From an optimization exercise on the open Yosys and OpenROAD flow, aimed at small area and a short achievable clock period; shortcuts taken in it are not production practice.
Where RTL was checked, it was by simulation tests only, not by an equivalence proof against the original.
Power and IR drop assume default switching activity.

==> module hybrid_pwm_sd_2ndorder, before the edit <==
module hybrid_pwm_sd_2ndorder #(parameter signalwidth=16)
(
	input clk,
	input reset_n,
	input [signalwidth-1:0] d,
	output q
);
reg [4:0]  pc;        
reg        q_r;       
reg [22:0] w;         
reg [17:0] p;
reg [17:0] r;
reg        m;         
reg [15:0] dreg;      
reg [6:0]  th;        
reg [10:0] ep;        
reg        f31, f0, f2, f3, f5, f7, f8, f9;    
wire c16;
carry16 u_c16 (.a(p[15:0]), .b(d), .c(c16));
wire q31 = th[6] ? m : th[5];
wire [17:0] b_oth = ({18{f2}} & {2'b0, dreg})
                  | ({18{f3 | f5}} & ({7'b0, ep} ^ {18{f3}}))
                  | ({18{f7}} & {2'b0, r[17:2]})
                  | ({18{f8}} & ~{2'b0, p[17:2]})
                  | ({18{f9 & q31}} & {9'h1ff, 9'b0});
wire [17:0] b_op = f31 ? ~{2'b0, w[22:7]} : b_oth;
wire cin = f3 | f7 | (f31 & (q_r | ~&w[6:0])) | (f8 & ~|p[1:0]);
wire [17:0] sum;
add18 u_sadd (.a(p), .b(b_op), .ci(cin), .s(sum));
wire [4:0] pc_next = pc + 5'd1;
wire q_gen   = th[6] ? m : ({1'b0, pc_next} < th[5:0]);
wire q_last  = sum[17] ? m : (sum[16:11] != 6'd0);
wire q_oth   = f31 ? q_last : f0 ? (th[5:1] != 5'd0) : q_gen;
wire sel_m   = f0 & th[6];
wire q_c1    = sel_m ? (p[17] ^ p[16]) : q_oth;
wire q_c0    = sel_m ? p[17] : q_oth;
wire q_next, m_new;
mux2x u_qsel (.s(c16), .a1(q_c1), .a0(q_c0), .y(q_next));
mux2x u_msel (.s(c16), .a1(f0 ? p[17] ^ p[16] : m), .a0(f0 ? p[17] : m), .y(m_new));
wire [22:0] w_next;
radd u_radd (.w(w), .f(q_r), .y(w_next));
always @(posedge clk)
	if (f0)
		dreg <= d;
always @(posedge clk, negedge reset_n)
begin
	if (!reset_n) begin
		pc   <= 5'd30;
		q_r  <= 1'b0;
		w    <= 23'h7f0000;
		p    <= 18'h2fffd;
		r    <= 18'h18000;
		m    <= 1'b1;
		th   <= 7'd0;
		ep   <= 11'd0;
		{f31, f0, f2, f3, f5, f7, f8, f9} <= 8'b00000000;
	end else begin
		pc  <= pc_next;
		q_r <= q_next;
		w   <= w_next;
		p   <= r;
		r   <= sum;
		{f31, f0, f2, f3, f5, f7, f8, f9} <= {pc == 5'd30, f31, pc == 5'd1, f2, pc == 5'd4, pc == 5'd6, f7, f8};
		m   <= m_new;
		if (f31)
			th <= sum[17:11];
		if (f3)
			ep <= p[10:0];
	end
end
assign q = q_r;
endmodule
==> module radd, before the edit <==
module radd (input [22:0] w, input f, output [22:0] y);
wire [7:0] u = {1'b0, w[22:16]} + {7'b0, f};
wire [22:0] b = {{7{~f | u[7]}}, ~u[6:0], ~w[15:7]};
wire ci = f ? (w[6:0] == 7'd0) : 1'b1;
add_bk23 u_add (.a(w), .b(b), .cin(ci), .s(y));
endmodule
==> flow/config.mk <==
export PLATFORM = sky130hd
export DESIGN_NAME = hybrid_pwm_sd_2ndorder
export DESIGN_NICKNAME = hybrid_pwm_sd_2ndorder
export VERILOG_FILES = /design/flow/design.v
export SDC_FILE = /design/flow/constraint.sdc
export NUM_CORES = 4
export LEC_CHECK = 0
export ABC_AREA = 1
export CAP_MARGIN = 20
export CORE_MARGIN = 2
export CORE_UTILIZATION = 40
export CTS_BUF_LIST = sky130_fd_sc_hd__clkbuf_8
export SLEW_MARGIN = 20
==> flow/constraint.sdc <==
create_clock -name core_clock -period 11.0 [get_ports {clk}]
set_input_delay 2.2000 -clock core_clock [delete_from_list [all_inputs] [get_ports {clk}]]
set_output_delay 2.2000 -clock core_clock [all_outputs]
set_load 0.01 [all_outputs]
standard.sh (not shown) runs the stock make flow with config.mk's settings and CLKGATE_MAP_FILE= SYNTH_SCRIPT=/design/flow/synth_recipe.tcl, a recipe that flattens the netlist after the stock synthesis.
==> flow/flow/run.sh <==
#!/bin/bash
# Standard ORFS layout (standard.sh), with timing repair asked to leave
# extra setup margin so that the layout runs well faster than the clock,
# and small port buffers.
set -euo pipefail
bash standard.sh SETUP_SLACK_MARGIN=7.5 "BUFFER_PORTS_ARGS=-buffer_cell sky130_fd_sc_hd__buf_2" finish > flow_make.log 2>&1
Edit:
--- a/flow/design.v
+++ b/flow/design.v
@@ -15,14 +15,13 @@
 reg [6:0]  th;        
 reg [10:0] ep;        
-reg        f31, f0, f2, f3, f5, f7, f8, f9;    
+reg        f31, f0, f2, f3, f5, f7, f8;    
 wire c16;
 carry16 u_c16 (.a(p[15:0]), .b(d), .c(c16));
-wire q31 = th[6] ? m : th[5];
 wire [17:0] b_oth = ({18{f2}} & {2'b0, dreg})
                   | ({18{f3 | f5}} & ({7'b0, ep} ^ {18{f3}}))
                   | ({18{f7}} & {2'b0, r[17:2]})
-                  | ({18{f8}} & ~{2'b0, p[17:2]})
-                  | ({18{f9 & q31}} & {9'h1ff, 9'b0});
-wire [17:0] b_op = f31 ? ~{2'b0, w[22:7]} : b_oth;
+                  | ({18{f8}} & ~{2'b0, p[17:2]});
+wire [7:0] wu;
+wire [17:0] b_op = f31 ? ~{1'b0, wu, w[15:7]} : b_oth;
 wire cin = f3 | f7 | (f31 & (q_r | ~&w[6:0])) | (f8 & ~|p[1:0]);
 wire [17:0] sum;
@@ -39,9 +38,9 @@
 mux2x u_msel (.s(c16), .a1(f0 ? p[17] ^ p[16] : m), .a0(f0 ? p[17] : m), .y(m_new));
 wire [22:0] w_next;
-radd u_radd (.w(w), .f(q_r), .y(w_next));
+radd u_radd (.w(w), .f(q_r), .y(w_next), .u(wu));
 always @(posedge clk)
 	if (f0)
 		dreg <= d;
-always @(posedge clk, negedge reset_n)
+always @(posedge clk)
 begin
 	if (!reset_n) begin
@@ -54,5 +53,5 @@
 		th   <= 7'd0;
 		ep   <= 11'd0;
-		{f31, f0, f2, f3, f5, f7, f8, f9} <= 8'b00000000;
+		{f31, f0, f2, f3, f5, f7, f8} <= 7'b0000000;
 	end else begin
 		pc  <= pc_next;
@@ -61,5 +60,5 @@
 		p   <= r;
 		r   <= sum;
-		{f31, f0, f2, f3, f5, f7, f8, f9} <= {pc == 5'd30, f31, pc == 5'd1, f2, pc == 5'd4, pc == 5'd6, f7, f8};
+		{f31, f0, f2, f3, f5, f7, f8} <= {pc == 5'd30, f31, pc == 5'd1, f2, pc == 5'd4, pc == 5'd6, f7};
 		m   <= m_new;
 		if (f31)
@@ -100,6 +99,6 @@
 add_bk18 u_add (.a(a), .b(b), .cin(ci), .s(s));
 endmodule
-module radd (input [22:0] w, input f, output [22:0] y);
-wire [7:0] u = {1'b0, w[22:16]} + {7'b0, f};
+module radd (input [22:0] w, input f, output [22:0] y, output [7:0] u);
+assign u = {1'b0, w[22:16]} + {7'b0, f};
 wire [22:0] b = {{7{~f | u[7]}}, ~u[6:0], ~w[15:7]};
 wire ci = f ? (w[6:0] == 7'd0) : 1'b1;
=>
- sequential share of layout area is lower by 5.4 points
- total power is higher by about a fifth
- die area is lower slightly
- setup slack improves by 0.14 ns
- clock-buffer cell count is higher by 3
- final area is lower by a few percent
- sequential power is higher by a little under a tenth
- clock power is lower by about a fifth
No functional check of the RTL was part of the first run of this note.

separate check: timing with driven ports:
In the flow no input, the clock included, has a driving cell. The finished layouts below were timed again as built, in two steps. Step 1 assumes that a clkbuf_16 drives the clock port and a buf_2 every other input. Step 2 times the ports against the registers' clock, not the clock port: input delays grow and output delays shrink by t, the midpoint of the rising clock arrivals with the driver on. Three values: ideal, step 1, step 2; two values: the first two.
run | t (ns) | setup WS [ns] | worst hold slack (ns)
the first run | 0.434 | 7.493 / 7.493 / 7.493 | 0.357 / 0.357 / 0.357
the second run | 0.416 | 7.637 / 7.647 / 7.231 | 0.425 / 0.425 / 0.425
After both steps every run listed still meets setup and hold. The setup slack of the second run, which loses most, moves by +0.010 ns with the drivers and by -0.406 ns with both steps.
